Background: an optimization exercise with open tools, aiming at small area, a short achievable clock period and few clock cycles per item. Do not read the settings as production practice.
Only simulation tests tie the RTL to the original design; equivalence was not proved.

build 97:
## riscv_base_divider
module riscv_base_divider (
    input           clk_i,
    input           rst_i,
    input           opcode_valid_i,
    input  [31:0]   opcode_opcode_i,
    input  [31:0]   opcode_pc_i,
    input           opcode_invalid_i,
    input  [4:0]    opcode_rd_idx_i,
    input  [4:0]    opcode_ra_idx_i,
    input  [4:0]    opcode_rb_idx_i,
    input  [31:0]   opcode_ra_operand_i,
    input  [31:0]   opcode_rb_operand_i,
    output          writeback_valid_o,
    output [31:0]   writeback_value_o
);
    wire inst_div_w  = (opcode_opcode_i & 32'hfe00707f) == 32'h2004033;
    wire inst_divu_w = (opcode_opcode_i & 32'hfe00707f) == 32'h2005033;
    wire inst_rem_w  = (opcode_opcode_i & 32'hfe00707f) == 32'h2006033;
    wire inst_remu_w = (opcode_opcode_i & 32'hfe00707f) == 32'h2007033;
    wire div_rem_inst_w = inst_div_w | inst_divu_w | inst_rem_w | inst_remu_w;
    wire valid_req_w = opcode_valid_i & div_rem_inst_w & ~opcode_invalid_i;
    localparam [1:0] S_IDLE = 2'd0, S_SETUP = 2'd1, S_ITER = 2'd2;
    reg [1:0]  state_q;
    reg        valid_q;
    reg [32:0] rem_q;      
    reg [32:0] div_q;      
    reg [31:0] quo_q;      
    reg [5:0]  cnt_q;      
    reg [5:0]  mb_q;       
    reg        is_div_q;
    reg        an_q;       
    reg        sub_q;      
    function [5:0] sigbits;
        input [31:0] v;
        input        top;
        reg [31:0] y;
        reg [31:0] x;
        reg [15:0] n1; reg [15:0] p1;
        reg [7:0]  n2; reg [15:0] p2;
        reg [3:0]  n3; reg [11:0] p3;
        reg [1:0]  n4; reg [7:0]  p4;
        integer i;
        begin
            y = v ^ {top, v[31:1]};
            x = {y[30:0], 1'b1};
            for (i = 0; i < 16; i = i + 1) begin
                n1[i] = x[2*i+1] | x[2*i];
                p1[i] = x[2*i+1];
            end
            for (i = 0; i < 8; i = i + 1) begin
                n2[i] = n1[2*i+1] | n1[2*i];
                p2[2*i+:2] = n1[2*i+1] ? {1'b1, p1[2*i+1]} : {1'b0, p1[2*i]};
            end
            for (i = 0; i < 4; i = i + 1) begin
                n3[i] = n2[2*i+1] | n2[2*i];
                p3[3*i+:3] = n2[2*i+1] ? {1'b1, p2[2*(2*i+1)+:2]} : {1'b0, p2[2*(2*i)+:2]};
            end
            for (i = 0; i < 2; i = i + 1) begin
                n4[i] = n3[2*i+1] | n3[2*i];
  ...
For scale: about 1,200 cells after synthesis, ~10,000 um^2 of cells after synthesis.
Settings: LEC_CHECK=0, CAP_MARGIN=20, CORE_MARGIN=2, CORE_UTILIZATION=50, CTS_BUF_LIST=sky130_fd_sc_hd__clkbuf_8, SETUP_SLACK_MARGIN=2.4, SLEW_MARGIN=20; clock period 6.0 ns.
standard.sh (not shown) runs the stock make flow with config.mk's settings and CLKGATE_MAP_FILE= SYNTH_SCRIPT=/design/flow/synth_recipe.tcl, a recipe that flattens the netlist after the stock synthesis.
==> flow/flow/run.sh <==
#!/bin/bash
set -euo pipefail
export BUFFER_PORTS_ARGS="-buffer_cell sky130_fd_sc_hd__buf_1"
bash standard.sh > flow.log 2>&1
Every stage of the flow completed for build 97, and the final layout passed the timing, design-rule and antenna checks.
Testbench counts of build 97, summed over its fixed seeds: cycles 23,597, divs 3,200.
## Diff of input files: build 92 against build 97
Settings: swapping 50 for 40 in CORE_UTILIZATION; putting ABC_AREA at 1 where nothing was set.
### Flow results
Build 97 reports its end point of the critical path as quo_q[2]$_DFF_P_ while build 92 reports rem_q[7]$_DFFE_PP_.
Taking build 97 as the reference point, the die boundary width of build 92 rises by 13%.
From build 97 to build 92 the numbers moved as follows: overall routed net length shows an increase of 7.1%, fraction of synthesized cell area in xor and xnor cells shows a reduction of 2.0 points, hold slack shows an increase of 0.0072 ns, number of global-route vias before repair shows an increase of about 11%.
From build 97 to build 92 the numbers moved as follows: number of inverters outside the clock class in the layout increased 69; utilization went down 11 points; post-route clock period utilization saw a decrease; final area has increased.
For build 68, these inputs were changed with respect to build 92:
Settings: a change of SETUP_SLACK_MARGIN from 2.4 to 2.6; a deleted ABC_AREA that had been 1.
## What came out
- NOTE: post-route minimum period in build 68 falls short of that of build 92
- Final standard cell count with taps included and fillers excluded, build 68 vs build 92: down by more than 10%
- On worst stage delay on the critical path, the higher figure sits with build 68, not build 92.
- For build 92, the worst setup path startpoint was rem_q[5]$_DFFE_PP_, unlike build 68, where it was rem_q[12]$_DFFE_PP_.
- Critical path arrival ends up higher on build 68.
The following lists how build 15 was set up differently from build 68:
Settings: setting PLACE_DENSITY to 0.75 for the first time; changing SETUP_SLACK_MARGIN from 2.6 to 2.4.
Results
The end of the critical path comes out quo_q[6]$_DFF_P_ in one run and quo_q[0]$_DFF_P_ in the other, namely in build 15 and build 68 respectively. Build 15 finished every step from synthesis to the final layout, and the layout passed the timing, design-rule and antenna checks. Build 15 against build 68: number of diodes moved up, clock network latency to the later pin of the worst-skew pair now larger, area inside the core boundary level. | total met3 wirelength after detailed routing | higher: build 15 |. When build 15 is measured against build 68, its clock buffer count turns out 1 higher. In the flow results for build 68 and build 15, the wire length is larger on build 68.
Edits applied to the flow inputs when going from build 15 to build 98:
Settings: swapping 40 for 33 in CORE_UTILIZATION; clearing PLACE_DENSITY, which used to be 0.75.
Findings:
Routability-driven placement congestion ratio (build 98 over build 15): decrease, 3.0%. Going from build 15 to build 98, later-pin clock latency in the skew report shrinks by 0.02 ns. Build 98 — ratio of cells with drive above 1 in the final layout 0.21 points lower, build 15 as reference.
Input-level comparison between build 18 and build 98:
Settings: SETUP_SLACK_MARGIN: 2.4 -> 2.2; CORE_UTILIZATION: 33 -> 40.
Results
For build 98 and build 18, there was not a single run that failed to finish clean. Number of clock-tree buffers in the layout: build 18 < build 98. Core utilization: build 18 higher than build 98. Build 18 — wire length 1400 um lower, build 98 as reference. Build 18 gives less transition at the pin with the smallest max-transition slack than build 98 did.

port drivers added, routing unchanged:
The results above use ideal ports. As a check the final layouts listed here were re-extracted and re-timed, cells and wires unchanged. Step 1: set_driving_cell puts a clkbuf_16 on clk_i and a buf_2 on each other input, an assumption about the parent block. Step 2 moves the port delays by t, midway between the first and last clock arrival at a register: inputs arrive t later, outputs are due t later. That takes back most of the time a late clock gives input paths. Three values: ideal, step 1, step 2; two values: the first two.
| run | t (ns) | setup WS [ns] | worst setup path at the end | worst data-port slew with drivers (ns) |
|---|---|---|---|---|
| build 97 | 0.506 | 2.408 / 2.408 / 2.174 | input to register | 0.07 |
| build 92 | 0.491 | 2.433 / 2.433 / 2.433 | register to register | 0.04 |
| build 68 | 0.499 | 2.482 / 2.482 / 2.187 | input to register | 0.06 |
| build 15 | 0.518 | 2.331 / 2.331 / 2.111 | input to register | 0.08 |
| build 98 | 0.499 | 2.307 / 2.307 / 2.145 | input to register | 0.05 |
| build 18 | 0.499 | 2.330 / 2.330 / 2.149 | input to register | 0.06 |
After both steps setup and hold are still met in every run listed. The setup slack of build 68, which loses most, moves by 0.000 ns with the drivers and by -0.295 ns with both steps.
